Background: an optimization exercise with open tools, aiming at small area, a short achievable clock period and few clock cycles. Do not read the settings as production practice.
Where RTL was checked, it was by simulation tests only, not by an equivalence proof against the original.
Only the layout flow was run in runs 4 to 6; the RTL was not checked for function there.
In every run shown here, the design's own scripts or RTL, not TritonCTS, make the clock network.
The flow treats the clock pin as an ideal source. Dropping or thinning the clock tree relies on that and would not hold on a real chip.

==> flow/design.v <==
`timescale 1ns/10ps
module ELA(clk, rst, ready, in_data, data_rd, req, wen, addr, data_wr, done);
	input				clk;
	input				rst;
	input				ready;
	input		[7:0]	in_data;
	input		[7:0]	data_rd;
	output reg			req;
	output reg			wen;
	output reg	[12:0]	addr;
	output reg	[7:0]	data_wr;
	output reg			done;
localparam IDLE = 2'd0, STR = 2'd1, ODD = 2'd2, FIN = 2'd3;
localparam [11:0] LAST_GROUP = 12'd3970;	 
reg [1:0]  mode;
reg [11:0] n;		 
reg        pu, pw, pl;
reg        rdy;		 
always @(posedge clk or posedge rst) begin
	if(rst) begin
		mode <= IDLE;
		rdy <= 1'b0;
		req <= 1'b0;
		wen <= 1'b0;
		done <= 1'b0;
	end
	else begin
		rdy <= ready;
		req <= 1'b0;
		wen <= 1'b0;
		done <= 1'b0;
		case(mode)
			IDLE: if(rdy) begin
				mode <= STR;
				req <= 1'b1;
			end
			STR: begin
				wen <= 1'b1;
				if(n[6:0] == 7'd127 && n[11:7] != 5'd31)
					req <= 1'b1;
				if(n == 12'd4095)
					mode <= ODD;
			end
			ODD: begin
				wen <= pu && (n >= 12'd3);
				if(n == LAST_GROUP && pu)
					mode <= FIN;
			end
			default: done <= 1'b1;
		endcase
	end
end
always @(posedge clk) begin
	if(mode == ODD) begin
		pu <= pl;
		pw <= pu;
		pl <= pw;
	end
	else begin
		pu <= 1'b0;
		pw <= 1'b0;
		pl <= 1'b1;
	end
end
always @(posedge clk) begin
	if(mode == IDLE)
		n <= 12'd0;
	else if(mode == STR || pw)
		n <= n + 12'd1;
end
wire [6:0]  wc = n[6:0] - 7'd3;
wire [4:0]  wr = n[11:7] - {4'd0, (n[6:2] == 5'd0) && (n[1:0] != 2'd3)};
wire [11:0] w = {wr, wc};
wire [4:0]  lrow = n[11:7] + 5'd1;
always @(posedge clk) begin
	if(mode != ODD || pl)
		addr <= {n[11:7], 1'b0, n[6:0]};
	else if(pu)
		addr <= {w[11:7], 1'b1, w[6:0]};
	else
		addr <= {lrow, 1'b0, n[6:0]};
end
wire edge_col = (n[6:1] == 6'd1);
function [7:0] avg;
	input [7:0] a, b;
	reg [8:0] t;
	begin
		t = {1'b0, a} + {1'b0, b};
		avg = t[8:1];
	end
endfunction
reg [7:0] U0, U1, U2;
reg [7:0] L0, L1, L2;
always @(posedge clk) begin
	U0 <= pu ? U1 : U0;
	U1 <= U2;
	U2 <= pu ? data_rd : U1;
	L0 <= L1;
	L1 <= pu ? L2 : L0;
	L2 <= pl ? data_rd : L0;
end
wire [7:0] ut = pw ? U1 : U0;
wire [8:0] sd = {1'b0, ut} - {1'b0, L2};
wire [7:0] ad = sd[8] ? (8'd0 - sd[7:0]) : sd[7:0];
reg [7:0] Dp, Mp;		 
reg [7:0] Dmin, M;		 
reg       xlty;			 
always @(posedge clk) begin
	Dp <= ad;
	Mp <= avg(ut, L2);
	xlty <= sd[8];
end
wire [8:0] cmp = {1'b0, Dmin} + {1'b0, ~Dp} + {8'd0, !pl};
wire better = cmp[8];
always @(posedge clk) begin
	if(pw || (pl && better)) begin
		Dmin <= Dp;
		M <= Mp;
	end
end
wire vert = edge_col || better;
wire [7:0] x = U0, y = L0;
wire gx = (x >= M);
wire gy = (y >= M);
wire pick_x = xlty ? gx : !(gx || gy);
wire pick_y = xlty ? !(gx || gy) : gy;
wire [7:0] med = pick_x ? x : pick_y ? y : M;
wire [7:0] blue = vert ? Mp : med;
always @(posedge clk) begin
	if(mode == STR)
		data_wr <= in_data;
	else
		data_wr <= blue;
end
endmodule
==> flow/flow/run.sh <==
#!/bin/bash
# Layout flow: the standard flow with the standard synthesis unchanged,
# small port buffers, a one-level clock tree (flow/post_cts.tcl) and timing
# repair aimed below the clock period. Each step's output goes to a log file
# of its own in this folder; ORFS keeps its own logs under orfs/logs.
set -euo pipefail
here=$(pwd)
bash standard.sh synth > synth.log 2>&1
bash standard.sh \
  BUFFER_PORTS_ARGS="-buffer_cell sky130_fd_sc_hd__buf_2" \
  CTS_ARGS="-sink_clustering_enable -repair_clock_nets -buf_list sky130_fd_sc_hd__clkbuf_16 -dont_use_dummy_load" \
  POST_CTS_TCL="$here/flow/post_cts.tcl" \
  SETUP_SLACK_MARGIN=6.0 SKIP_CTS_REPAIR_TIMING=1 \
  finish > layout.log 2>&1
==> flow/flow/clocktree.tcl <==
# Replace the clock tree with one level of buffers driven by the clock port:
# the clock's register pins are split into NBUF groups by position, each
# driven by its own buffer placed at the group's centre.
proc my_flat_clock_tree { nbuf bufname } {
  set db [ord::get_db]
  set block [ord::get_db_block]
  set master [$db findMaster $bufname]
  set clkport [$block findBTerm clk]
  set clknet [$clkport getNet]
  # clock sinks: every register clock pin reached from the port through buffers
  set sinks {}
  set bufs {}
  set todo [list $clknet]
  while {[llength $todo]} {
    set net [lindex $todo 0]
    set todo [lrange $todo 1 end]
    foreach it [$net getITerms] {
      if {[$it isOutputSignal]} { continue }
      set inst [$it getInst]
      set mname [[$inst getMaster] getName]
      if {[string match "*clkbuf*" $mname] || [string match "*clkinv*" $mname] || [string match "sky130_fd_sc_hd__buf_*" $mname]} {
        lappend bufs $inst
        foreach o [$inst getITerms] {
          if {[$o isOutputSignal] && [$o getNet] ne "NULL"} { lappend todo [$o getNet] }
        }
      } else {
        lappend sinks $it
      }
    }
  }
  puts "flat clock tree: [llength $sinks] sinks, removing [llength $bufs] buffers"
  foreach it $sinks { $it disconnect }
  set oldnets {}
  foreach inst $bufs {
    foreach o [$inst getITerms] {
      if {[$o isOutputSignal] && [$o getNet] ne "NULL"} { lappend oldnets [$o getNet] }
    }
    odb::dbInst_destroy $inst
  }
  # nets of the old tree are left without pins: remove them
  foreach n $oldnets {
    if {[llength [$n getITerms]] == 0 && [llength [$n getBTerms]] == 0} { odb::dbNet_destroy $n }
  }
  set pts {}
  foreach it $sinks {
    set b [[$it getInst] getBBox]
    lappend pts [list $it [expr {([$b xMin]+[$b xMax])/2}] [expr {([$b yMin]+[$b yMax])/2}]]
  }
  # split sinks into nbuf groups of equal size by recursive bisection,
  # alternating x and y, larger spread first
  set groups [list $pts]
  while {[llength $groups] < $nbuf} {
    set g [lindex $groups 0]
    set groups [lrange $groups 1 end]
    set xs [lsort -real [lmap p $g {lindex $p 1}]]
    set ys [lsort -real [lmap p $g {lindex $p 2}]]
    set ax [expr {[lindex $xs end] - [lindex $xs 0] >= [lindex $ys end] - [lindex $ys 0] ? 1 : 2}]
    set g [lsort -real -index $ax $g]
    set h [expr {[llength $g] / 2}]
    lappend groups [lrange $g 0 [expr {$h - 1}]] [lrange $g $h end]
  }
  set cs {}
  set asg {}
  set k 0
  foreach g $groups {
    set sx 0.0; set sy 0.0
    foreach p $g { set sx [expr {$sx + [lindex $p 1]}]; set sy [expr {$sy + [lindex $p 2]}] }
    set sc($k) [llength $g]
    lappend cs [list [expr {$sx / $sc($k)}] [expr {$sy / $sc($k)}]]
    incr k
  }
  set pts {}
  set k 0
  foreach g $groups { foreach p $g { lappend pts $p; lappend asg $k }; incr k }
  for {set k 0} {$k < $nbuf} {incr k} {
    set inst [odb::dbInst_create $block $master "clkbuf_flat_$k"]
    set net [odb::dbNet_create $block "clknet_flat_$k"]
    $net setSigType CLOCK
    foreach it [$inst getITerms] {
      set mt [[$it getMTerm] getName]
      if {$mt eq "A"} { $it connect $clknet }
      if {$mt eq "X"} { $it connect $net; set out($k) $net }
    }
    set c [lindex $cs $k]
    $inst setLocation [expr {int([lindex $c 0])}] [expr {int([lindex $c 1])}]
    $inst setPlacementStatus PLACED
    puts "buffer $k: $sc($k) sinks at $c"
  }
  foreach p $pts k $asg { [lindex $p 0] connect $out($k) }
}
==> flow/flow/post_cts.tcl <==
# After CTS: replace the clock tree with one level of four buffers driven by
# the clock port, then legalize.
source [file join [file dirname [info script]] clocktree.tcl]
my_flat_clock_tree 4 sky130_fd_sc_hd__clkbuf_16
detailed_placement
check_placement -verbose
estimate_parasitics -placement
report_clock_latency
==> flow/standard.sh <==
#!/bin/bash
# synth_recipe.tcl (not shown) runs the flow's synth.tcl, then flattens the netlist and writes it again
# the make line also repeats each setting of config.mk as NAME=value (left out here)
make -C /OpenROAD-flow-scripts/flow DESIGN_CONFIG=/design/flow/config.mk WORK_HOME=/design/flow/orfs CLKGATE_MAP_FILE= SYNTH_SCRIPT=/design/flow/synth_recipe.tcl "${@:-finish}"
==> flow/config.mk <==
export PLATFORM = sky130hd
export DESIGN_NAME = ELA
export DESIGN_NICKNAME = ELA
export VERILOG_FILES = /design/flow/design.v
export SDC_FILE = /design/flow/constraint.sdc
export NUM_CORES = 4
export LEC_CHECK = 0
export ABC_AREA = 1
export CAP_MARGIN = 20
export CORE_MARGIN = 2
export CORE_UTILIZATION = 40
export SLEW_MARGIN = 20
export TNS_END_PERCENT = 0
==> flow/constraint.sdc <==
create_clock -name core_clock -period 8.5 [get_ports {clk}]
set_input_delay 1.7000 -clock core_clock [delete_from_list [all_inputs] [get_ports {clk}]]
set_output_delay 1.7000 -clock core_clock [all_outputs]
set_load 0.01 [all_outputs]
==> results of run 1 <==
## cell type report
type	instances	area [um2]
sequential	123	2738
inverter	105	399.1
fill	1411	8005
multi-input combinational	447	2651
timing repair buffer	46	240.2
timing repair inverter	1	5.005
buffer	4	100.1
tap	184	230.2
## how the worst min path moves through the flow
stage	start	endpoint	slack (ns)	cells past startpoint
2_1_floorplan	L1[0]	L0[0]	0.31	0
3_3_place_gp	U2[7]	U1[7]	0.31	0
3_5_place_dp	L1[5]	L0[5]	0.31	0
5_1_grt	L1[1]	L0[1]	0.34	0
6_report	L1[1]	L0[1]	0.32	0
## per-stage QoR
stage / setup WS [ns] / instances
2_1_floorplan: 6.224 / 688
3_3_place_gp: 6.098 / 902
3_5_place_dp: 6.043 / 902
5_1_grt: 5.935 / 910
6_report: 6.111 / 910
## metal layers
layer | up-vias | global-route usage | share of wire
met5 | - | 0 | 0
met4 | 0 | 0.04164 | 0.016
met3 | 16 | 0.02706 | 0.041
met2 | 80 | 0.2899 | 0.49
met1 | 1977 | 0.2015 | 0.45
li1 | 2288 | - | -
## cell usage in the layout, fill, tap and decap left out, types with 3 or more instances in the layout
cell type                   count
sky130_fd_sc_hd__xor2_1        15
sky130_fd_sc_hd__inv_1        101
sky130_fd_sc_hd__nand4_1        3
sky130_fd_sc_hd__xnor2_1        3
sky130_fd_sc_hd__ha_1          51
sky130_fd_sc_hd__o21a_1        10
sky130_fd_sc_hd__edfxtp_1      24
sky130_fd_sc_hd__nand3_2        3
sky130_fd_sc_hd__nand2_1      160
sky130_fd_sc_hd__a21oi_1       31
sky130_fd_sc_hd__fa_1           3
sky130_fd_sc_hd__dfrtp_1        6
sky130_fd_sc_hd__buf_2         42
sky130_fd_sc_hd__clkbuf_16      4
sky130_fd_sc_hd__buf_4          4
sky130_fd_sc_hd__nor2_2         4
sky130_fd_sc_hd__nand3_1       45
sky130_fd_sc_hd__o21ai_1        6
sky130_fd_sc_hd__o21bai_1       3
sky130_fd_sc_hd__dfxtp_1       91
sky130_fd_sc_hd__nor3_1         3
sky130_fd_sc_hd__nand2_2        5
sky130_fd_sc_hd__o21ai_0       51
sky130_fd_sc_hd__nor2_1        27
sky130_fd_sc_hd__nor4_1         4
sky130_fd_sc_hd__a21oi_2        4
## kinds of logic (layout without fill, tap and decap cells)
group / after synthesis / in the layout / share of synthesized area
buf+inv: 118 / 156 / 0.07894
compound gates: 114 / 114 / 0.1111
simple gates: 260 / 260 / 0.1926
flops: 123 / 123 / 0.4685
fa+ha+maj: 55 / 55 / 0.1218
xor+xnor: 18 / 18 / 0.02703
## Yosys cell counts (2+ instances only)
| cell type | number |
|---|---|
| sky130_fd_sc_hd__or2_1 | 2 |
| sky130_fd_sc_hd__xor2_1 | 15 |
| sky130_fd_sc_hd__nand4_1 | 3 |
| sky130_fd_sc_hd__nor3_2 | 2 |
| sky130_fd_sc_hd__edfxtp_1 | 24 |
| sky130_fd_sc_hd__fa_1 | 3 |
| sky130_fd_sc_hd__nor3_1 | 3 |
| sky130_fd_sc_hd__inv_2 | 2 |
| sky130_fd_sc_hd__o21bai_1 | 3 |
| sky130_fd_sc_hd__ha_1 | 52 |
| sky130_fd_sc_hd__nand2_2 | 5 |
| sky130_fd_sc_hd__nor4_1 | 4 |
| sky130_fd_sc_hd__nor2_2 | 4 |
| sky130_fd_sc_hd__a21oi_2 | 4 |
| sky130_fd_sc_hd__o21ai_1 | 4 |
| sky130_fd_sc_hd__nand3_2 | 3 |
| sky130_fd_sc_hd__a21oi_1 | 31 |
| sky130_fd_sc_hd__buf_6 | 2 |
| sky130_fd_sc_hd__inv_1 | 102 |
| sky130_fd_sc_hd__nand2_1 | 160 |
| sky130_fd_sc_hd__clkbuf_1 | 10 |
| sky130_fd_sc_hd__o21a_1 | 10 |
| sky130_fd_sc_hd__o31ai_1 | 2 |
| sky130_fd_sc_hd__o21ai_0 | 54 |
| sky130_fd_sc_hd__dfxtp_1 | 93 |
| sky130_fd_sc_hd__xnor2_1 | 3 |
| sky130_fd_sc_hd__dfrtp_1 | 6 |
| sky130_fd_sc_hd__nor2_1 | 27 |
| sky130_fd_sc_hd__nand3_1 | 45 |
==> PnR_summary.wiki, run 1 <==
{| class="wikitable"
! Metric !! Value
|-
| Biggest register || addr
|-
| Buffers and inverters on the worst path || 1
|-
| Cell area after layout || 6364 um2
|-
| Kind of start point of the critical path || flop
|-
| Critical path data required time || 6.80 ns
|-
| Final core utilization || 0.4429
|-
| Drt wl/cell || 13.60 um
|-
| Status || timing/DRC/antenna clean
|-
| Synthesis-to-layout area growth || 9.095%
|-
| Kind of capture point of the worst setup path || output pin
|-
| Setup TNS Final || 0 ns
|-
| Remaining routing DRC violations || 0
|-
| Largest registers || addr: 13 flops, n: 12 flops
|-
| Source of the worst register-to-register timing path || pw
|-
| Total of max-cap violations || 0
|-
| Signal arrival time at the worst endpoint || 0.69 ns
|-
| Area of the placeable core || 14370 um2
|-
| Slack of the worst reg-to-reg path || 6.11 ns
|-
| Final max-slew violation count || 0
|-
| WS Path Type || flop to output pin
|-
| Final worst path period share || 0.2811
|-
| Count of yosys warnings during synthesis || 1
|-
| Clock sink count || 123
|-
| Number of top-level pins || 43
|-
| Start point of the critical path || done
|-
| Number of nets in the synthesized netlist || 762
|-
| Setup repair after global routing missed its margin || yes
|-
| Final worst clock skew || 0.01813 ns
|-
| Cells after synthesis || 688
|-
| Clock insertion delay at the later pin of the skew report || 0.18 ns
|-
| Synth cell types || 39
|-
| Final Hold Violating Endpoints || 0
|-
| CP max-delay cell || sky130_fd_sc_hd__dfrtp_1
|-
| Global-route wire length before repair || 20670 um
|-
| First-iteration detailed-routing DRC count || 183
|-
| EDFF count, synth || 24
|-
| Maximum number of pins on one net before global-route repair || 47
|-
| Clock period minus final worst setup slack || 2.389 ns
|-
| Sequence of cells on the critical path || buf_2
|-
| GRT Total Usage || 0.1618
|-
| Sequential cell area fraction in the yosys report || 0.4685
|-
| Flip-flop count of the largest register after layout || 13
|-
| Most used flip-flop cell after synthesis || sky130_fd_sc_hd__dfxtp_1
|-
| Peak per-stage delay on the critical path || 0.38 ns
|-
| Highest Clock Rate || 418.5 MHz
|-
| Endpoint of the worst setup timing path || done
|-
| Via count of the first global-routing pass || 4370
|-
| # nets final || 802
|-
| Kind of cell adding the most delay to the critical path || flip-flops
|-
| Critical-path maximum fanout || 1
|-
| Register-to-Register Path Depth || 14
|-
| Dpl hpwl || 9571 um
|-
| Fraction of layout cells with a size suffix above 1 || 0.1102
|-
| Mean post-synth cell area || 8.478 um2
|-
| Leading post-synthesis cells by cell area || sky130_fd_sc_hd__dfxtp_1 32%, sky130_fd_sc_hd__edfxtp_1 12%, sky130_fd_sc_hd__ha_1 11%
|-
| Cell area after placement || 6216 um2
|-
| Count of vias placed by the detailed router || 4361
|-
| Average vias per placed instance || 4.792
|-
| Cell type contributing the most total cell area after synthesis || sky130_fd_sc_hd__dfxtp_1
|-
| FF-to-FF End || Dp[6]
|-
| Measured slew at the worst slew-check pin || 0.8078 ns
|-
| Std-Cell Rows || 44
|-
| Worst rel slew slack || 0.4602
|-
| Port-buffer cells || 42
|-
| Reg clk slew, reported paths || 0.12 ns
|-
| Initial antenna violation count || 0
|-
| Setup-failing EPs final || 0
|-
| Number of nets still failing antenna checks after routing || 0
|-
| Synthesized cell area || 5833 um2
|-
| Final antenna diode count || 0
|-
| Chip width || 124.8 um
|-
| Total wire length || 12370 um
|-
| Die height || 124.8 um
|-
| Synth async-reset ratio || 0.04878
|-
| Class of the tightest hold or removal check || flop to flop
|-
| Instance count on the critical path || 1
|-
| Initial Utilization || 0.4060
|-
| Remaining global-route overflow || 0
|-
| Full die area || 15570 um2
|-
| Number of iterations in the first detailed-routing pass || 4
|-
| Area share of the leading cell type in the synthesized netlist || 0.3192
|-
| Gpl congestion || 0.9220
|-
| Hold_ws || 0.3213 ns
|-
| Synthesized flop and latch total || 123
|}
Testbench counts, summed over its fixed seeds: cycles 256,192.
==> inputs of run 2 (changes only) <==
--- a/flow/config.mk
+++ b/flow/config.mk
@@ -11,3 +11,2 @@
 export CORE_UTILIZATION = 40
 export SLEW_MARGIN = 20
-export TNS_END_PERCENT = 0
==> run 2 against run 1 <==
Setup slack got worse by 0.0018 ns. Still clean. Global-route usage unchanged. Synthesized cell count is the same. Register-to-register slack better by 0.05 ns. Core utilization is 0.36 points higher. Final area increased by 0.81%. Sequential cell count unchanged. Cell count up 0.44%. Largest cell class unchanged. Synthesized area unchanged.
==> PnR_summary.wiki, run 2 <==
{| class="wikitable"
! Metric !! Value
|-
| CP max-delay cell || sky130_fd_sc_hd__dfrtp_1
|-
| Synthesis-to-layout area growth || 9.974%
|-
| Met3 Usage GRT || 0.02706
|-
| Std-Cell Rows || 44
|-
| Class of the tightest hold or removal check || flop to flop
|-
| Status || timing/DRC/antenna clean
|-
| EDFF count, synth || 24
|-
| Initial antenna violation count || 0
|-
| Synth async-reset ratio || 0.04878
|-
| Layer with the highest usage after global routing || met2
|-
| Average vias per placed instance || 4.807
|-
| Sequential cell area fraction in the yosys report || 0.4685
|-
| Setup-failing EPs final || 0
|-
| Mean post-synth cell area || 8.478 um2
|-
| Biggest register || addr
|-
| Kind of start point of the critical path || flop
|-
| Die height || 124.8 um
|-
| Peak per-stage delay on the critical path || 0.38 ns
|-
| Leading cell types in the layout, fill and taps excluded || 160 x sky130_fd_sc_hd__nand2_1, 101 x sky130_fd_sc_hd__inv_1, 91 x sky130_fd_sc_hd__dfxtp_1, 51 x sky130_fd_sc_hd__ha_1, 50 x sky130_fd_sc_hd__o21ai_0
|-
| Kind of cell adding the most delay to the critical path || flip-flops
|-
| Total wire length || 12500 um
|-
| Gpl congestion || 0.9220
|-
| Maximum number of pins on one net before global-route repair || 47
|-
| Final worst path period share || 0.2813
|-
| Buffers and inverters on the worst path || 1
|-
| Worst rel slew slack || 0.4562
|-
| Global-route wire length before repair || 20670 um
|-
| Kind of capture point of the worst setup path || output pin
|-
| Cells after synthesis || 688
|-
| Highest Clock Rate || 418.2 MHz
|-
| Synth cell types || 39
|-
| Leading post-synthesis cells by cell area || sky130_fd_sc_hd__dfxtp_1 32%, sky130_fd_sc_hd__edfxtp_1 12%, sky130_fd_sc_hd__ha_1 11%
|-
| Area occupied by registers || 2738 um2
|-
| Port-buffer cells || 42
|-
| Count of yosys warnings during synthesis || 1
|-
| Sequence of cells on the critical path || buf_2
|-
| Fraction of layout cells with a size suffix above 1 || 0.1205
|-
| Most used flip-flop cell after synthesis || sky130_fd_sc_hd__dfxtp_1
|-
| Area of the placeable core || 14370 um2
|-
| WS Path Type || flop to output pin
|-
| Full die area || 15570 um2
|-
| Final worst clock skew || 0.01826 ns
|-
| Chip width || 124.8 um
|-
| Number of top-level pins || 43
|-
| Final max-slew violation count || 0
|-
| Flip-flop count of the largest register after layout || 13
|-
| Remaining global-route overflow || 0
|-
| Number of nets still failing antenna checks after routing || 0
|-
| Commonest non-fill, non-tap cell in the layout || sky130_fd_sc_hd__nand2_1
|-
| Hold_ws || 0.3212 ns
|-
| Number of nets in the synthesized netlist || 762
|-
| Initial Utilization || 0.4060
|-
| Reg clk slew, reported paths || 0.12 ns
|-
| Signal arrival time at the worst endpoint || 0.69 ns
|-
| Critical path data required time || 6.80 ns
|-
| GR met1 Demand/Resource || 0.2015
|-
| Remaining routing DRC violations || 0
|-
| PnR worst setup slack || 6.109 ns
|-
| Cell type contributing the most total cell area after synthesis || sky130_fd_sc_hd__dfxtp_1
|-
| List of most frequent post-synthesis cells || 160 x sky130_fd_sc_hd__nand2_1, 102 x sky130_fd_sc_hd__inv_1, 93 x sky130_fd_sc_hd__dfxtp_1
|-
| Fillcell total || 1409
|-
| GR met2 Demand/Resource || 0.2899
|-
| Critical-path maximum fanout || 1
|-
| Drt wl/cell || 13.68 um
|-
| Cell with the most instances after synthesis || sky130_fd_sc_hd__nand2_1
|-
| Via count of the first global-routing pass || 4370
|-
| Footprint of the multi-input gates || 2673 um2
|-
| Measured slew at the worst slew-check pin || 0.8137 ns
|-
| Number of iterations in the first detailed-routing pass || 4
|-
| First-iteration detailed-routing DRC count || 201
|-
| Final core utilization || 0.4464
|-
| Largest registers || addr: 13 flops, n: 12 flops
|-
| Setup repair after global routing missed its margin || yes
|-
| Synthesized cell area || 5833 um2
|-
| Minimum setup slack after placement || 6.043 ns
|-
| GRT Total Usage || 0.1618
|-
| Count of vias placed by the detailed router || 4394
|-
| Clock sink count || 123
|-
| Clock period minus final worst setup slack || 2.391 ns
|-
| Clock insertion delay at the later pin of the skew report || 0.18 ns
|-
| Area share of the leading cell type in the synthesized netlist || 0.3192
|-
| Synthesized flop and latch total || 123
|-
| Setup TNS Final || 0 ns
|-
| # nets final || 806
|-
| Dpl hpwl || 9571 um
|-
| Final antenna diode count || 0
|-
| Total of max-cap violations || 0
|-
| Final Hold Violating Endpoints || 0
|}
-- run 2: per-stage QoR --
step	instance area [um2]	instances
6_report	6415	914
5_1_grt	6415	914
3_5_place_dp	6216	902
3_3_place_gp	6216	902
2_1_floorplan	5833	688
-- run 2: area by class of cell --
cell class	instances	area share
Tap cell	184	0.03589
Sequential cell	123	0.4268
Multi-Input combinational cell	447	0.4166
Buffer	4	0.01560
Timing Repair Buffer	50	0.04213
Timing Repair inverter	1	0.0007802
Inverter	105	0.06222
-- run 2: cell families after synthesis --
group	count (synthesis)	synth area share
xor+xnor	18	0.02703
flops	123	0.4685
compound gates	114	0.1111
simple gates	260	0.1926
buf+inv	118	0.07894
fa+ha+maj	55	0.1218
-- run 2: worst paths after layout --
kind / startpoint / to / slack, ns / cells after the start
setup / recovery: done / done / 6.11 / 1
hold / removal: L1[1] / L0[1] / 0.32 / 0
min in group asynchronous: rst / req / 1.40 / 2
setup reg to reg: pw / Dp[6] / 6.16 / 11
hold reg to reg: L1[1] / L0[1] / 0.32 / 0
max in group asynchronous: rst / mode[0] / 6.93 / 2
-- run 2: per-layer routing --
| metal | wire [um] | vias to the layer above |
|---|---|---|
| met5 | 0 | - |
| met4 | 194 | 0 |
| met3 | 489 | 16 |
| met2 | 6173 | 70 |
| met1 | 5644 | 2014 |
| li1 | - | 2294 |
==> inputs of run 3 (changes only) <==
--- a/flow/config.mk
+++ b/flow/config.mk
@@ -11,2 +11,3 @@
 export CORE_UTILIZATION = 40
 export SLEW_MARGIN = 20
+export TNS_END_PERCENT = 20
==> run 3 against run 2 <==
Still clean. Core utilization about the same. Synthesized area unchanged. Final area about the same. Synthesized cell count unchanged. Global-route usage unchanged. Setup slack unchanged. Sequential share of layout area about the same. First-iteration DRC count unchanged. Critical endpoint unchanged. Largest cell class unchanged.
==> PnR_summary.wiki, run 3 <==
{| class="wikitable"
! Metric !! Value
|-
| Chip width || 124.8 um
|-
| Status || timing/DRC/antenna clean
|-
| Number of top-level pins || 43
|-
| Port-buffer cells || 42
|-
| Fraction of layout cells with a size suffix above 1 || 0.1192
|-
| Via count of the first global-routing pass || 4370
|-
| Final Hold Violating Endpoints || 0
|-
| Commonest non-fill, non-tap cell in the layout || sky130_fd_sc_hd__nand2_1
|-
| Count of yosys warnings during synthesis || 1
|-
| Biggest register || addr
|-
| Cell Count, Final, Fillers Out || 914
|-
| Clock period minus final worst setup slack || 2.391 ns
|-
| Critical path data required time || 6.80 ns
|-
| Slack of the worst reg-to-reg path || 6.16 ns
|-
| Synthesis-to-layout area growth || 9.889%
|-
| Cells after synthesis || 688
|-
| Setup-failing EPs final || 0
|-
| Area of the placeable core || 14370 um2
|-
| EDFF count, synth || 24
|-
| Mean post-synth cell area || 8.478 um2
|-
| Reg clk slew, reported paths || 0.12 ns
|-
| Peak per-stage delay on the critical path || 0.38 ns
|-
| Number of nets in the synthesized netlist || 762
|-
| Total wire length || 12480 um
|-
| List of most frequent post-synthesis cells || 160 x sky130_fd_sc_hd__nand2_1, 102 x sky130_fd_sc_hd__inv_1, 93 x sky130_fd_sc_hd__dfxtp_1
|-
| Setup repair after global routing missed its margin || yes
|-
| Buffers and inverters on the worst path || 1
|-
| Cell type contributing the most total cell area after synthesis || sky130_fd_sc_hd__dfxtp_1
|-
| Worst rel slew slack || 0.4753
|-
| Sequence of cells on the critical path || buf_2
|-
| Std-Cell Rows || 44
|-
| Number of nets still failing antenna checks after routing || 0
|-
| GRT Total Usage || 0.1618
|-
| Clock insertion delay at the later pin of the skew report || 0.18 ns
|-
| Count of vias placed by the detailed router || 4393
|-
| CP max-delay cell || sky130_fd_sc_hd__dfrtp_1
|-
| Final antenna diode count || 0
|-
| Synth async-reset ratio || 0.04878
|-
| Initial antenna violation count || 0
|-
| WS Path Type || flop to output pin
|-
| Final worst path period share || 0.2813
|-
| Final max-slew violation count || 0
|-
| Setup TNS Final || 0 ns
|-
| # nets final || 806
|-
| Leading cell types in the layout, fill and taps excluded || 160 x sky130_fd_sc_hd__nand2_1, 101 x sky130_fd_sc_hd__inv_1, 91 x sky130_fd_sc_hd__dfxtp_1, 51 x sky130_fd_sc_hd__ha_1, 50 x sky130_fd_sc_hd__o21ai_0
|-
| Sequential cell area fraction in the yosys report || 0.4685
|-
| Initial Utilization || 0.4060
|-
| Remaining routing DRC violations || 0
|-
| Kind of start point of the critical path || flop
|-
| Average vias per placed instance || 4.806
|-
| Kind of capture point of the worst setup path || output pin
|-
| Synthesized flop and latch total || 123
|-
| Global-route wire length before repair || 20670 um
|-
| Kind of cell adding the most delay to the critical path || flip-flops
|-
| Synth cell types || 39
|-
| Flip-flop count of the largest register after layout || 13
|-
| Number of iterations in the first detailed-routing pass || 4
|-
| Largest registers || addr: 13 flops, n: 12 flops
|-
| Remaining global-route overflow || 0
|-
| Synthesized cell area || 5833 um2
|-
| Signal arrival time at the worst endpoint || 0.69 ns
|-
| First-iteration detailed-routing DRC count || 201
|-
| Leading post-synthesis cells by cell area || sky130_fd_sc_hd__dfxtp_1 32%, sky130_fd_sc_hd__edfxtp_1 12%, sky130_fd_sc_hd__ha_1 11%
|-
| Highest Clock Rate || 418.2 MHz
|-
| Measured slew at the worst slew-check pin || 0.7851 ns
|-
| Total of max-cap violations || 0
|-
| Clock sink count || 123
|-
| Class of the tightest hold or removal check || flop to flop
|-
| Final worst clock skew || 0.01919 ns
|-
| Area share of the leading cell type in the synthesized netlist || 0.3192
|-
| Hold_ws || 0.3218 ns
|-
| Drt wl/cell || 13.66 um
|-
| Maximum number of pins on one net before global-route repair || 47
|-
| Most used flip-flop cell after synthesis || sky130_fd_sc_hd__dfxtp_1
|-
| Cell Count Post-Placement || 902
|-
| Cell with the most instances after synthesis || sky130_fd_sc_hd__nand2_1
|-
| Gpl congestion || 0.9220
|-
| Die height || 124.8 um
|-
| Dpl hpwl || 9571 um
|-
| Critical-path maximum fanout || 1
|-
| Full die area || 15570 um2
|}
==> run 3: metal layers <==
metal,global-route usage,vias to the layer above,share of wire
li1,-,2294,-
met5,0,-,0
met1,0.2015,2012,0.45
met4,0.04164,0,0.016
met2,0.2899,71,0.49
met3,0.02706,16,0.040
==> run 3: kinds of logic after synthesis <==
logic type	synth area share
compound gates	0.1111
xor+xnor	0.02703
fa+ha+maj	0.1218
buf+inv	0.07894
flops	0.4685
simple gates	0.1926
==> run 3: through the flow <==
stage | area, um2 | worst slack, ns | utilization
global route | 6410 | 5.989 | 0.4461
floorplan | 5833 | 6.224 | -
finish | 6410 | 6.109 | 0.4461
global placement | 6216 | 6.098 | 0.4326
detailed placement | 6216 | 6.043 | 0.4326
==> run 3: area by class of cell <==
| cell class | instances | area (um2) |
|---|---|---|
| repair inverters | 1 | 5.005 |
| inverters | 105 | 399.1 |
| flip-flops and latches | 123 | 2738 |
| multi-input cells | 447 | 2668 |
| well taps | 184 | 230.2 |
| fillers | 1410 | 7959 |
| repair buffers | 50 | 270.3 |
| plain buffers | 4 | 100.1 |
==> run 3: worst paths after layout <==
kind,start,to,cells after the start
worst min-delay path,L1[1],L0[1],0
worst max register to register,pw,Dp[6],11
worst min register to register,L1[1],L0[1],0
worst max-delay path,done,done,1
min in group asynchronous,rst,req,2
max in group asynchronous,rst,mode[0],2
==> inputs of run 4 (changes only) <==
--- a/flow/design.v
+++ b/flow/design.v
@@ -93,12 +93,12 @@
 reg [7:0] L0, L1, L2;
 always @(posedge clk) begin
-	U0 <= pu ? U1 : U0;
-	U1 <= U2;
-	U2 <= pu ? data_rd : U1;
+	U0 <= U1;
+	U1 <= pu ? U2 : U0;
+	U2 <= pu ? data_rd : U2;
 	L0 <= L1;
 	L1 <= pu ? L2 : L0;
 	L2 <= pl ? data_rd : L0;
 end
-wire [7:0] ut = pw ? U1 : U0;
+wire [7:0] ut = pu ? U0 : U1;
 wire [8:0] sd = {1'b0, ut} - {1'b0, L2};
 wire [7:0] ad = sd[8] ? (8'd0 - sd[7:0]) : sd[7:0];
--- a/flow/config.mk
+++ b/flow/config.mk
@@ -6,8 +6,7 @@
 export NUM_CORES = 4
 export LEC_CHECK = 0
-export ABC_AREA = 1
+export ABC_AREA = 0
 export CAP_MARGIN = 20
 export CORE_MARGIN = 2
 export CORE_UTILIZATION = 40
 export SLEW_MARGIN = 20
-export TNS_END_PERCENT = 20
==> run 4 against run 3 <==
Still clean. Critical path type is now flop to flop. First-iteration DRC count fell by 23%. Critical endpoint is now Dp[7]. Synthesized area grew 0.62%. Worst hold slack gained 0.0095 ns.
==> PnR_summary.wiki, run 4 <==
{| class="wikitable"
! Metric !! Value
|-
| Status || timing/DRC/antenna clean
|-
| Footprint of the multi-input gates || 3013 um2
|-
| Measured slew at the worst slew-check pin || 0.6173 ns
|-
| Drt wl/cell || 15.99 um
|-
| Slack of the worst reg-to-reg path || 5.99 ns
|-
| Leading post-synthesis cells by cell area || sky130_fd_sc_hd__dfxtp_1 32%, sky130_fd_sc_hd__edfxtp_1 12%, sky130_fd_sc_hd__ha_1 11%
|-
| Biggest register || addr
|-
| Number of nets still failing antenna checks after routing || 0
|-
| Register-to-Register Path Depth || 10
|-
| Number of iterations in the first detailed-routing pass || 6
|-
| Synth async-reset ratio || 0.04878
|-
| Instance count on the critical path || 10
|-
| Initial antenna violation count || 0
|-
| Mean post-synth cell area || 10.54 um2
|-
| Kind of cell adding the most delay to the critical path || compound AO/OA/AOI/OAI gates
|-
| Source of the worst register-to-register timing path || pu
|-
| Full die area || 15660 um2
|-
| Signal arrival time at the worst endpoint || 2.59 ns
|-
| Peak per-stage delay on the critical path || 0.45 ns
|-
| EDFF count, synth || 24
|-
| Number of nets in the synthesized netlist || 631
|-
| Total of max-cap violations || 0
|-
| Gpl congestion || 0.8116
|-
| Remaining routing DRC violations || 0
|-
| Final antenna diode count || 0
|-
| Area share of the leading cell type in the synthesized netlist || 0.3172
|-
| Fillcell total || 1344
|-
| Die height || 125.1 um
|-
| Initial Utilization || 0.4069
|-
| CP max-delay cell || sky130_fd_sc_hd__dfxtp_4
|-
| Clock period minus final worst setup slack || 2.515 ns
|-
| Global-route wire length before repair || 19900 um
|-
| Via count of the first global-routing pass || 4017
|-
| Minimum setup slack after placement || 5.578 ns
|-
| FF-to-FF End || Dp[7]
|-
| Count of vias placed by the detailed router || 4029
|-
| Synthesis-to-layout area growth || 13.92%
|-
| Sequence of cells on the critical path || mux2i_4 > ha_2 > inv_2 > fa_2 > a211oi_4 > o21bai_1 > a21oi_1 > xor2_1 > a31oi_1 > xnor2_1
|-
| Remaining global-route overflow || 0
|-
| Leading cell types in the layout, fill and taps excluded || 89 x sky130_fd_sc_hd__dfxtp_1, 53 x sky130_fd_sc_hd__inv_1, 47 x sky130_fd_sc_hd__ha_1, 42 x sky130_fd_sc_hd__buf_2, 41 x sky130_fd_sc_hd__nor2_1
|-
| First-iteration detailed-routing DRC count || 154
|-
| Commonest non-fill, non-tap cell in the layout || sky130_fd_sc_hd__dfxtp_1
|-
| WS Path Type || flop to flop
|-
| Clock insertion delay at the later pin of the skew report || 0.18 ns
|-
| Final max-slew violation count || 0
|-
| Maximum number of pins on one net before global-route repair || 44
|-
| Count of yosys warnings during synthesis || 1
|-
| List of most frequent post-synthesis cells || 93 x sky130_fd_sc_hd__dfxtp_1, 55 x sky130_fd_sc_hd__inv_1, 52 x sky130_fd_sc_hd__ha_1
|-
| GRT Total Usage || 0.1551
|-
| Dpl hpwl || 8998 um
|-
| Setup TNS Final || 0 ns
|-
| Buffers and inverters on the worst path || 1
|-
| Synth cell types || 65
|-
| Flip-flop count of the largest register after layout || 13
|-
| Sequential cell area fraction in the yosys report || 0.4656
|-
| Cells after synthesis || 557
|-
| Sink of the worst hold path || L0[2]
|-
| Critical-path maximum fanout || 7
|-
| Fraction of layout cells with a size suffix above 1 || 0.2446
|-
| Most used flip-flop cell after synthesis || sky130_fd_sc_hd__dfxtp_1
|-
| Cell type contributing the most total cell area after synthesis || sky130_fd_sc_hd__dfxtp_1
|-
| Worst hold start || L1[2]
|-
| Clock sink count || 123
|-
| Kind of capture point of the worst setup path || flop
|-
| Final worst clock skew || 0.01196 ns
|-
| Synthesized cell area || 5869 um2
|-
| Final worst path period share || 0.2958
|-
| Number of top-level pins || 43
|-
| Reg clk slew, reported paths || 0.12 ns
|-
| Area of the placeable core || 14420 um2
|-
| Setup repair after global routing missed its margin || yes
|-
| # nets final || 681
|-
| Std-Cell Rows || 44
|-
| Average vias per placed instance || 5.106
|-
| Worst rel slew slack || 0.5841
|-
| Cell with the most instances after synthesis || sky130_fd_sc_hd__dfxtp_1
|-
| Chip width || 125.1 um
|-
| Hold-critical path depth || 0
|-
| PnR worst setup slack || 5.986 ns
|-
| Synthesized flop and latch total || 123
|-
| Final Hold Violating Endpoints || 0
|-
| Class of the tightest hold or removal check || flop to flop
|-
| Critical path data required time || 8.58 ns
|-
| Area occupied by registers || 2740 um2
|-
| Kind of start point of the critical path || flop
|-
| Setup-failing EPs final || 0
|-
| Port-buffer cells || 42
|-
| Total wire length || 12620 um
|-
| Largest registers || addr: 13 flops, n: 12 flops
|-
| Highest Clock Rate || 397.7 MHz
|}
[run 4: changes by cell type after synthesis, moves of 8 or more]
cell                       before  now
sky130_fd_sc_hd__nand3_1       45    6
sky130_fd_sc_hd__mux2_2         0   25
sky130_fd_sc_hd__nand2_1      160   30
sky130_fd_sc_hd__inv_1        102   55
sky130_fd_sc_hd__o31ai_1        2   10
sky130_fd_sc_hd__a21oi_1       31   17
sky130_fd_sc_hd__nor3_1         3   22
sky130_fd_sc_hd__nor2_1        27   42
sky130_fd_sc_hd__nand2b_1       0    9
sky130_fd_sc_hd__xnor2_1        3   20
sky130_fd_sc_hd__o21ai_0       54   25
[run 4: worst max path at each step]
stage	start	end	slack, ns
2_1_floorplan	pu	Dp[7]	6.01
3_3_place_gp	pu	Dp[7]	5.72
6_report	pu	Dp[7]	5.99
3_5_place_dp	pu	Dp[7]	5.58
5_1_grt	pu	Dp[7]	5.84
[run 4: metrics by stage]
step	area [um2]	hold WS [ns]	util	instances
final	6686	0.3313	0.4636	789
after global routing	6686	0.3448	0.4636	789
after detailed placement	6213	0.3135	0.4308	765
after global placement	6213	0.3104	0.4308	765
after floorplan	5919	0.3096	-	557
[run 4: worst register-to-register path, delay by kind of cell (launching register included)]
kind                     cells  cell delay [ns]
adder cells (fa/ha/maj)      2             0.58
multiplexers                 1             0.27
flip-flops                   1             0.45
AO/OA/AOI/OAI                4             0.74
buffers and inverters        1             0.04
XOR/XNOR                     2             0.36
[run 4: area by class of cell]
cell class | instances | share of cell area
plain buffers | 4 | 0.01497
inverters | 55 | 0.03088
multi-input cells | 361 | 0.4506
flip-flops and latches | 123 | 0.4098
well taps | 184 | 0.03443
repair buffers | 62 | 0.05932
[run 4: logic make-up (layout without fill, tap and decap cells)]
group / Yosys count / in the layout / share of synthesized area
adders and majority gates: 55 / 55 / 0.1211
muxes: 33 / 33 / 0.06182
xor gates and xnor gates: 37 / 37 / 0.05521
and+or+nand+nor: 143 / 143 / 0.1245
DFF: 123 / 123 / 0.4656
AOI/OAI and AO/OA: 93 / 93 / 0.1162
buffers and inverters: 73 / 121 / 0.05564
[run 4: routing by layer]
metal | part of all wire | track usage | wire length (um)
met2 | 0.48 | 0.2605 | 6110
met1 | 0.47 | 0.2042 | 5881
met3 | 0.037 | 0.03038 | 465
met5 | 0 | 0 | 0
met4 | 0.013 | 0.04379 | 159
==> inputs of run 5 (changes only) <==
--- a/flow/config.mk
+++ b/flow/config.mk
@@ -6,5 +6,5 @@
 export NUM_CORES = 4
 export LEC_CHECK = 0
-export ABC_AREA = 0
+export ABC_AREA = 1
 export CAP_MARGIN = 20
 export CORE_MARGIN = 2
==> run 5 against run 4 <==
Critical path type is now flop to output pin. Via count rose by 11%. Worst hold slack got worse by 0.0022 ns. Clock skew rose by 0.0018 ns.
==> PnR_summary.wiki, run 5 <==
{| class="wikitable"
! Metric !! Value
|-
| Top sig layer || met4
|-
| List of most frequent post-synthesis cells || 155 x sky130_fd_sc_hd__nand2_1, 101 x sky130_fd_sc_hd__inv_1, 93 x sky130_fd_sc_hd__dfxtp_1
|-
| Gpl congestion || 0.8964
|-
| FF-to-FF End || Dp[5]
|-
| Leading post-synthesis cells by cell area || sky130_fd_sc_hd__dfxtp_1 32%, sky130_fd_sc_hd__edfxtp_1 12%, sky130_fd_sc_hd__ha_1 11%
|-
| Port-buffer cells || 42
|-
| Multiplexer area fraction after synthesis || 0
|-
| Minimum setup slack after placement || 5.309 ns
|-
| Chip width || 124.6 um
|-
| Average vias per placed instance || 4.902
|-
| Fillcell total || 1406
|-
| Kind of start point of the critical path || flop
|-
| Mean post-synth cell area || 8.535 um2
|-
| Status || timing/DRC/antenna clean
|-
| Footprint of the multi-input gates || 2655 um2
|-
| CP max-delay cell || sky130_fd_sc_hd__dfrtp_1
|-
| Largest registers || addr: 13 flops, n: 12 flops
|-
| Kind of capture point of the worst setup path || output pin
|-
| Count of vias placed by the detailed router || 4480
|-
| Met2 wire length || 5864 um
|-
| Std-Cell Rows || 44
|-
| Adder-Cell Fraction of Synth Area || 0.1221
|-
| Area of the placeable core || 14370 um2
|-
| Synth async-reset ratio || 0.04878
|-
| Critical path data required time || 6.80 ns
|-
| Fraction of layout cells with a size suffix above 1 || 0.1288
|-
| GRT Total Usage || 0.1693
|-
| Clock period minus final worst setup slack || 2.373 ns
|-
| Cell with the most instances after synthesis || sky130_fd_sc_hd__nand2_1
|-
| Full die area || 15530 um2
|-
| Leading cell types in the layout, fill and taps excluded || 154 x sky130_fd_sc_hd__nand2_1, 99 x sky130_fd_sc_hd__inv_1, 91 x sky130_fd_sc_hd__dfxtp_1, 52 x sky130_fd_sc_hd__o21ai_0, 50 x sky130_fd_sc_hd__ha_1
|-
| Cell area after layout || 6455 um2
|-
| Total length of routed met3 wires || 584 um
|-
| Setup-failing EPs final || 0
|-
| First-iteration detailed-routing DRC count || 293
|-
| Cells after synthesis || 682
|-
| Sequence of cells on the critical path || buf_2
|-
| Remaining routing DRC violations || 0
|-
| Initial antenna violation count || 0
|-
| Die height || 124.6 um
|-
| Class of the tightest hold or removal check || flop to flop
|-
| PnR worst setup slack || 6.127 ns
|-
| Setup TNS Final || 0 ns
|-
| Compound-cell area share of the yosys netlist || 0.1137
|-
| Number of nets still failing antenna checks after routing || 0
|-
| Number of top-level pins || 43
|-
| Initial Utilization || 0.4051
|-
| WS Path Type || flop to output pin
|-
| Commonest non-fill, non-tap cell in the layout || sky130_fd_sc_hd__nand2_1
|-
| # nets final || 806
|-
| Biggest register || addr
|-
| Synthesized flop and latch total || 123
|-
| Worst rel slew slack || 0.6234
|-
| Slack of the worst reg-to-reg path || 6.15 ns
|-
| Simple-gate area share of the yosys netlist || 0.1874
|-
| Hold_ws || 0.3291 ns
|-
| Sequential cell area fraction in the yosys report || 0.4695
|-
| Start point of the critical path || req
|-
| Peak per-stage delay on the critical path || 0.37 ns
|-
| Signal arrival time at the worst endpoint || 0.67 ns
|-
| Dominant combinational cell family by area after synthesis || simple AND/OR/NAND/NOR gates
|-
| Final Hold Violating Endpoints || 0
|-
| Via count of the first global-routing pass || 4150
|-
| Kind of cell adding the most delay to the critical path || flip-flops
|-
| Cell area after placement || 6208 um2
|-
| Number of nets in the synthesized netlist || 756
|-
| Total of max-cap violations || 0
|-
| Remaining global-route overflow || 0
|-
| Synthesis-to-layout area growth || 10.90%
|-
| Critical-path maximum fanout || 1
|-
| Area share of the leading cell type in the synthesized netlist || 0.3199
|-
| Global-route wire length before repair || 21360 um
|-
| Area occupied by registers || 2738 um2
|-
| Clock insertion delay at the later pin of the skew report || 0.18 ns
|-
| EDFF count, synth || 24
|-
| Cell type contributing the most total cell area after synthesis || sky130_fd_sc_hd__dfxtp_1
|-
| Buffers and inverters on the worst path || 1
|-
| Synthesized cell area || 5821 um2
|-
| Final max-slew violation count || 0
|-
| Final worst clock skew || 0.01381 ns
|-
| Count of yosys warnings during synthesis || 1
|-
| Xor/xnor share of the synthesized area || 0.02837
|-
| Post-route met1 wirelength || 6744 um
|-
| Endpoint of the worst setup timing path || req
|-
| Final antenna diode count || 0
|-
| Source of the worst register-to-register timing path || pu
|-
| Setup repair after global routing missed its margin || no
|-
| Most used flip-flop cell after synthesis || sky130_fd_sc_hd__dfxtp_1
|-
| Register-to-Register Path Depth || 13
|-
| Maximum number of pins on one net before global-route repair || 52
|-
| Measured slew at the worst slew-check pin || 0.5576 ns
|-
| Clock sink count || 123
|-
| Flip-flop count of the largest register after layout || 13
|-
| Instance count on the critical path || 1
|-
| Final worst path period share || 0.2792
|-
| Dpl hpwl || 10240 um
|-
| Highest Clock Rate || 421.4 MHz
|-
| Synth cell types || 46
|-
| Total wire length || 13360 um
|-
| Number of iterations in the first detailed-routing pass || 5
|-
| Drt wl/cell || 14.62 um
|-
| Reg clk slew, reported paths || 0.12 ns
|}
## run 5: how the worst min path moves through the flow
stage | from | endpoint | slack (ns) | depth (start not counted)
3_3_place_gp | L1[2] | L0[2] | 0.31 | 0
6_report | L1[3] | L0[3] | 0.33 | 0
5_1_grt | L1[3] | L0[3] | 0.33 | 0
2_1_floorplan | L1[0] | L0[0] | 0.31 | 0
3_5_place_dp | L1[1] | L0[1] | 0.31 | 0
## run 5: cell type report
class,count,share of cell area
timing repair buffer,54,0.04827
buffer,4,0.01551
sequential,123,0.4241
tap,184,0.03567
timing repair inverter,1,0.001163
inverter,108,0.06397
multi-input combinational,440,0.4113
## run 5: stage by stage
stage               cells  utilization
global route          914       0.4492
floorplan             682            -
finish                914       0.4492
global placement      897       0.4321
detailed placement    897       0.4321
## run 5: metal layers
metal | up-vias | global-route usage
met5 | - | 0
met4 | 0 | 0.03437
met3 | 11 | 0.03308
met2 | 94 | 0.2575
met1 | 2084 | 0.2511
li1 | 2291 | -
## run 5: cell families (layout without fill, tap and decap cells)
| kind of cell | count (synthesis) | in the layout |
|---|---|---|
| buffers and inverters | 119 | 167 |
| adder cells (fa/ha/maj) | 55 | 55 |
| XOR/XNOR | 18 | 18 |
| AND/OR/NAND/NOR | 253 | 253 |
| flip-flops | 123 | 123 |
| AO/OA/AOI/OAI | 114 | 114 |
==> inputs of run 6 (changes only) <==
--- a/flow/design.v
+++ b/flow/design.v
@@ -21,33 +21,23 @@
 		mode <= IDLE;
 		rdy <= 1'b0;
-		req <= 1'b0;
-		wen <= 1'b0;
-		done <= 1'b0;
 	end
 	else begin
 		rdy <= ready;
-		req <= 1'b0;
-		wen <= 1'b0;
-		done <= 1'b0;
 		case(mode)
-			IDLE: if(rdy) begin
+			IDLE: if(rdy)
 				mode <= STR;
-				req <= 1'b1;
-			end
-			STR: begin
-				wen <= 1'b1;
-				if(n[6:0] == 7'd127 && n[11:7] != 5'd31)
-					req <= 1'b1;
-				if(n == 12'd4095)
-					mode <= ODD;
-			end
-			ODD: begin
-				wen <= pu && (n >= 12'd3);
-				if(n == LAST_GROUP && pu)
-					mode <= FIN;
-			end
-			default: done <= 1'b1;
+			STR: if(n == 12'd4095)
+				mode <= ODD;
+			ODD: if(n == LAST_GROUP && pu)
+				mode <= FIN;
+			default: ;
 		endcase
 	end
+end
+always @(posedge clk) begin
+	req <= ((mode == IDLE) && rdy) ||
+	       ((mode == STR) && (n[6:0] == 7'd127) && (n[11:7] != 5'd31));
+	wen <= (mode == STR) || ((mode == ODD) && pu && (n >= 12'd3));
+	done <= (mode == FIN);
 end
 always @(posedge clk) begin
@@ -93,12 +83,12 @@
 reg [7:0] L0, L1, L2;
 always @(posedge clk) begin
-	U0 <= U1;
-	U1 <= pu ? U2 : U0;
-	U2 <= pu ? data_rd : U2;
+	U0 <= pu ? U1 : U0;
+	U1 <= U2;
+	U2 <= pu ? data_rd : U1;
 	L0 <= L1;
 	L1 <= pu ? L2 : L0;
 	L2 <= pl ? data_rd : L0;
 end
-wire [7:0] ut = pu ? U0 : U1;
+wire [7:0] ut = pw ? U1 : U0;
 wire [8:0] sd = {1'b0, ut} - {1'b0, L2};
 wire [7:0] ad = sd[8] ? (8'd0 - sd[7:0]) : sd[7:0];
==> run 6 against run 5 <==
Clock skew fell by 0.0047 ns. Critical path depth rose by 12. Final area rose by 0.47%. Core utilization barely moved. Sequential share of layout area fell by 0.35 points. First-iteration DRC count fell by 6.8%. Critical path type is now flop to flop. Highest routed layer unchanged. Register-to-register slack got worse by 0.07 ns. Maximum frequency fell by 1.9%.
==> PnR_summary.wiki, run 6 <==
{| class="wikitable"
! Metric !! Value
|-
| Initial Utilization || 0.4074
|-
| Highest Clock Rate || 413.3 MHz
|-
| Cell area after placement || 6261 um2
|-
| Setup repair after global routing missed its margin || no
|-
| Dpl hpwl || 9828 um
|-
| Cell Count, Final, Fillers Out || 910
|-
| Area occupied by registers || 2728 um2
|-
| Area share of the leading cell type in the synthesized netlist || 0.3271
|-
| Kind of start point of the critical path || flop
|-
| Cell with the most instances after synthesis || sky130_fd_sc_hd__nand2_1
|-
| Synthesized cell area || 5876 um2
|-
| Kind of capture point of the worst setup path || flop
|-
| Biggest register || addr
|-
| Total wire length || 12700 um
|-
| Footprint of the multi-input gates || 2729 um2
|-
| Status || timing/DRC/antenna clean
|-
| Xor/xnor share of the synthesized area || 0.02811
|-
| Clock sink count || 123
|-
| First-iteration detailed-routing DRC count || 273
|-
| Average vias per placed instance || 4.852
|-
| Number of iterations in the first detailed-routing pass || 5
|-
| Remaining global-route overflow || 0
|-
| Count of vias placed by the detailed router || 4415
|-
| Chip width || 125.2 um
|-
| Peak per-stage delay on the critical path || 0.41 ns
|-
| Initial antenna violation count || 0
|-
| Number of top-level pins || 43
|-
| Total of max-cap violations || 0
|-
| WS Path Type || flop to flop
|-
| Gpl congestion || 0.9222
|-
| Kind of cell adding the most delay to the critical path || simple AND/OR/NAND/NOR gates
|-
| Full die area || 15680 um2
|-
| Mean post-synth cell area || 8.615 um2
|-
| Dominant combinational cell family by area after synthesis || simple AND/OR/NAND/NOR gates
|-
| Cell Count Post-Placement || 898
|-
| Largest registers || addr: 13 flops, n: 12 flops
|-
| Measured slew at the worst slew-check pin || 0.7495 ns
|-
| Sequential cell area fraction in the yosys report || 0.4625
|-
| Synthesis-to-layout area growth || 10.37%
|-
| Final Hold Violating Endpoints || 0
|-
| Fraction of layout cells with a size suffix above 1 || 0.1460
|-
| Remaining routing DRC violations || 0
|-
| Critical path data required time || 8.58 ns
|-
| Most frequent cell on the critical path || sky130_fd_sc_hd__nand2_1
|-
| Most used flip-flop cell after synthesis || sky130_fd_sc_hd__dfxtp_1
|-
| Synth cell types || 46
|-
| Number of nets in the synthesized netlist || 758
|-
| List of most frequent post-synthesis cells || 156 x sky130_fd_sc_hd__nand2_1, 99 x sky130_fd_sc_hd__inv_1, 96 x sky130_fd_sc_hd__dfxtp_1
|-
| Multiplexer area fraction after synthesis || 0
|-
| Minimum setup slack after placement || 5.960 ns
|-
| Setup TNS Final || 0 ns
|-
| Cell type contributing the most total cell area after synthesis || sky130_fd_sc_hd__dfxtp_1
|-
| Final worst path period share || 0.2847
|-
| Global-route wire length before repair || 20610 um
|-
| Setup-failing EPs final || 0
|-
| Reg clk slew, reported paths || 0.11 ns
|-
| Fillcell total || 1422
|-
| Cells after synthesis || 682
|-
| Critical-path maximum fanout || 9
|-
| Area of the placeable core || 14420 um2
|-
| Std-Cell Rows || 44
|-
| Clock insertion delay at the later pin of the skew report || 0.17 ns
|-
| EDFF count, synth || 24
|-
| Final core utilization || 0.4496
|-
| Hold_ws || 0.3334 ns
|-
| # nets final || 804
|-
| Synthesized flop and latch total || 123
|-
| Number of nets still failing antenna checks after routing || 0
|-
| Signal arrival time at the worst endpoint || 2.50 ns
|-
| Sequence of cells on the critical path || clkinvlp_4 > buf_12 > nand2_1 > o21ai_1 > ha_1 > inv_1 > nor4_1 > nand2_1 > nand2_1 > inv_2 > nand2_1 > xnor2_1 > inv_1
|-
| Count of yosys warnings during synthesis || 1
|-
| Final max-slew violation count || 0
|-
| Commonest non-fill, non-tap cell in the layout || sky130_fd_sc_hd__nand2_1
|-
| Port-buffer cells || 42
|-
| Simple-gate area share of the yosys netlist || 0.1919
|-
| PnR worst setup slack || 6.080 ns
|-
| Buffers and inverters on the worst path || 5
|-
| Final antenna diode count || 0
|-
| Cell area after layout || 6485 um2
|-
| Via count of the first global-routing pass || 4270
|-
| Clock period minus final worst setup slack || 2.420 ns
|-
| Die height || 125.2 um
|-
| Maximum number of pins on one net before global-route repair || 43
|-
| Synth async-reset ratio || 0.02439
|-
| Flip-flop count of the largest register after layout || 13
|-
| Adder-Cell Fraction of Synth Area || 0.1252
|-
| Leading cell types in the layout, fill and taps excluded || 156 x sky130_fd_sc_hd__nand2_1, 98 x sky130_fd_sc_hd__inv_1, 90 x sky130_fd_sc_hd__dfxtp_1, 51 x sky130_fd_sc_hd__ha_1, 47 x sky130_fd_sc_hd__o21ai_0
|-
| Final worst clock skew || 0.009072 ns
|-
| Compound-cell area share of the yosys netlist || 0.1135
|-
| Leading post-synthesis cells by cell area || sky130_fd_sc_hd__dfxtp_1 33%, sky130_fd_sc_hd__edfxtp_1 12%, sky130_fd_sc_hd__ha_1 11%
|-
| GRT Total Usage || 0.1627
|-
| Drt wl/cell || 13.95 um
|-
| Class of the tightest hold or removal check || flop to flop
|-
| Worst rel slew slack || 0.4991
|-
| CP max-delay cell || sky130_fd_sc_hd__ha_1
|}
run 6: cell count changes after synthesis, moves of 3 or more:
cell | previous run | this run
sky130_fd_sc_hd__nor2_1 | 28 | 21
sky130_fd_sc_hd__nor2_2 | 3 | 7
sky130_fd_sc_hd__o21ai_0 | 56 | 52
sky130_fd_sc_hd__a21oi_1 | 30 | 33
sky130_fd_sc_hd__dfrtp_1 | 6 | 3
sky130_fd_sc_hd__dfxtp_1 | 93 | 96
run 6: final timing paths:
path / startpoint / end / slack, ns / cells after the start
worst max-delay path: pw / Dp[5] / 6.08 / 13
worst min-delay path: U2[5] / U1[5] / 0.33 / 0
worst max register to register: pw / Dp[5] / 6.08 / 13
worst min register to register: U2[5] / U1[5] / 0.33 / 0
max in group asynchronous: rst / mode[0] / 7.02 / 2
min in group asynchronous: rst / mode[1] / 1.36 / 2
run 6: layer usage:
| metal | vias to the layer above | share of wire | GRT usage |
|---|---|---|---|
| met3 | 18 | 0.049 | 0.03295 |
| met1 | 2022 | 0.45 | 0.2057 |
| li1 | 2288 | - | - |
| met4 | 0 | 0.022 | 0.04641 |
| met5 | - | 0 | 0 |
| met2 | 87 | 0.48 | 0.2823 |
run 6: cell type report:
class                   instances  share of cell area
multi-input cells             442              0.4208
flip-flops and latches        123              0.4206
inverters                     106             0.06290
repair buffers                 51             0.04476
well taps                     184             0.03550
plain buffers                   4             0.01544
run 6: cell families after synthesis:
group	count (synthesis)
fa+ha+maj	57
simple gates	253
xor+xnor	18
compound gates	114
buf+inv	117
flops	123

==> afterwards: timing with drivers on the ports <==
The flow's constraints put no driver on any port. The routed layouts listed below were extracted and timed again, unchanged, in two steps. Step 1 (the two cells are an assumption about what drives the block):
set clk [get_ports {clk}]
set_driving_cell -lib_cell sky130_fd_sc_hd__clkbuf_16 $clk
set_driving_cell -lib_cell sky130_fd_sc_hd__buf_2 [delete_from_list [all_inputs] $clk]
Step 2, shift: input delay + t, output delay - t, t = (earliest + latest rising clock arrival at the registers) / 2. This alone moves slack from input paths to output paths. Three values: no drivers, after step 1, after step 2; two values: the first two.
| run | t, ns | setup slack, ns | worst register clock-pin slew, ns |
|---|---|---|---|
| run 1 | 0.255 | 6.111 / 6.025 / 6.114 | 0.12 / 0.12 |
| run 2 | 0.255 | 6.109 / 6.023 / 6.161 | 0.12 / 0.12 |
| run 3 | 0.255 | 6.109 / 6.023 / 6.161 | 0.12 / 0.12 |
| run 4 | 0.255 | 5.986 / 5.985 / 5.985 | 0.12 / 0.12 |
| run 5 | 0.262 | 6.127 / 6.035 / 6.147 | 0.12 / 0.12 |
| run 6 | 0.254 | 6.080 / 6.079 / 6.080 | 0.11 / 0.11 |
After both steps setup and hold are still met in every run listed. For run 4, which loses most, drivers alone change the setup slack by -0.001 ns; drivers and shift together by -0.001 ns.
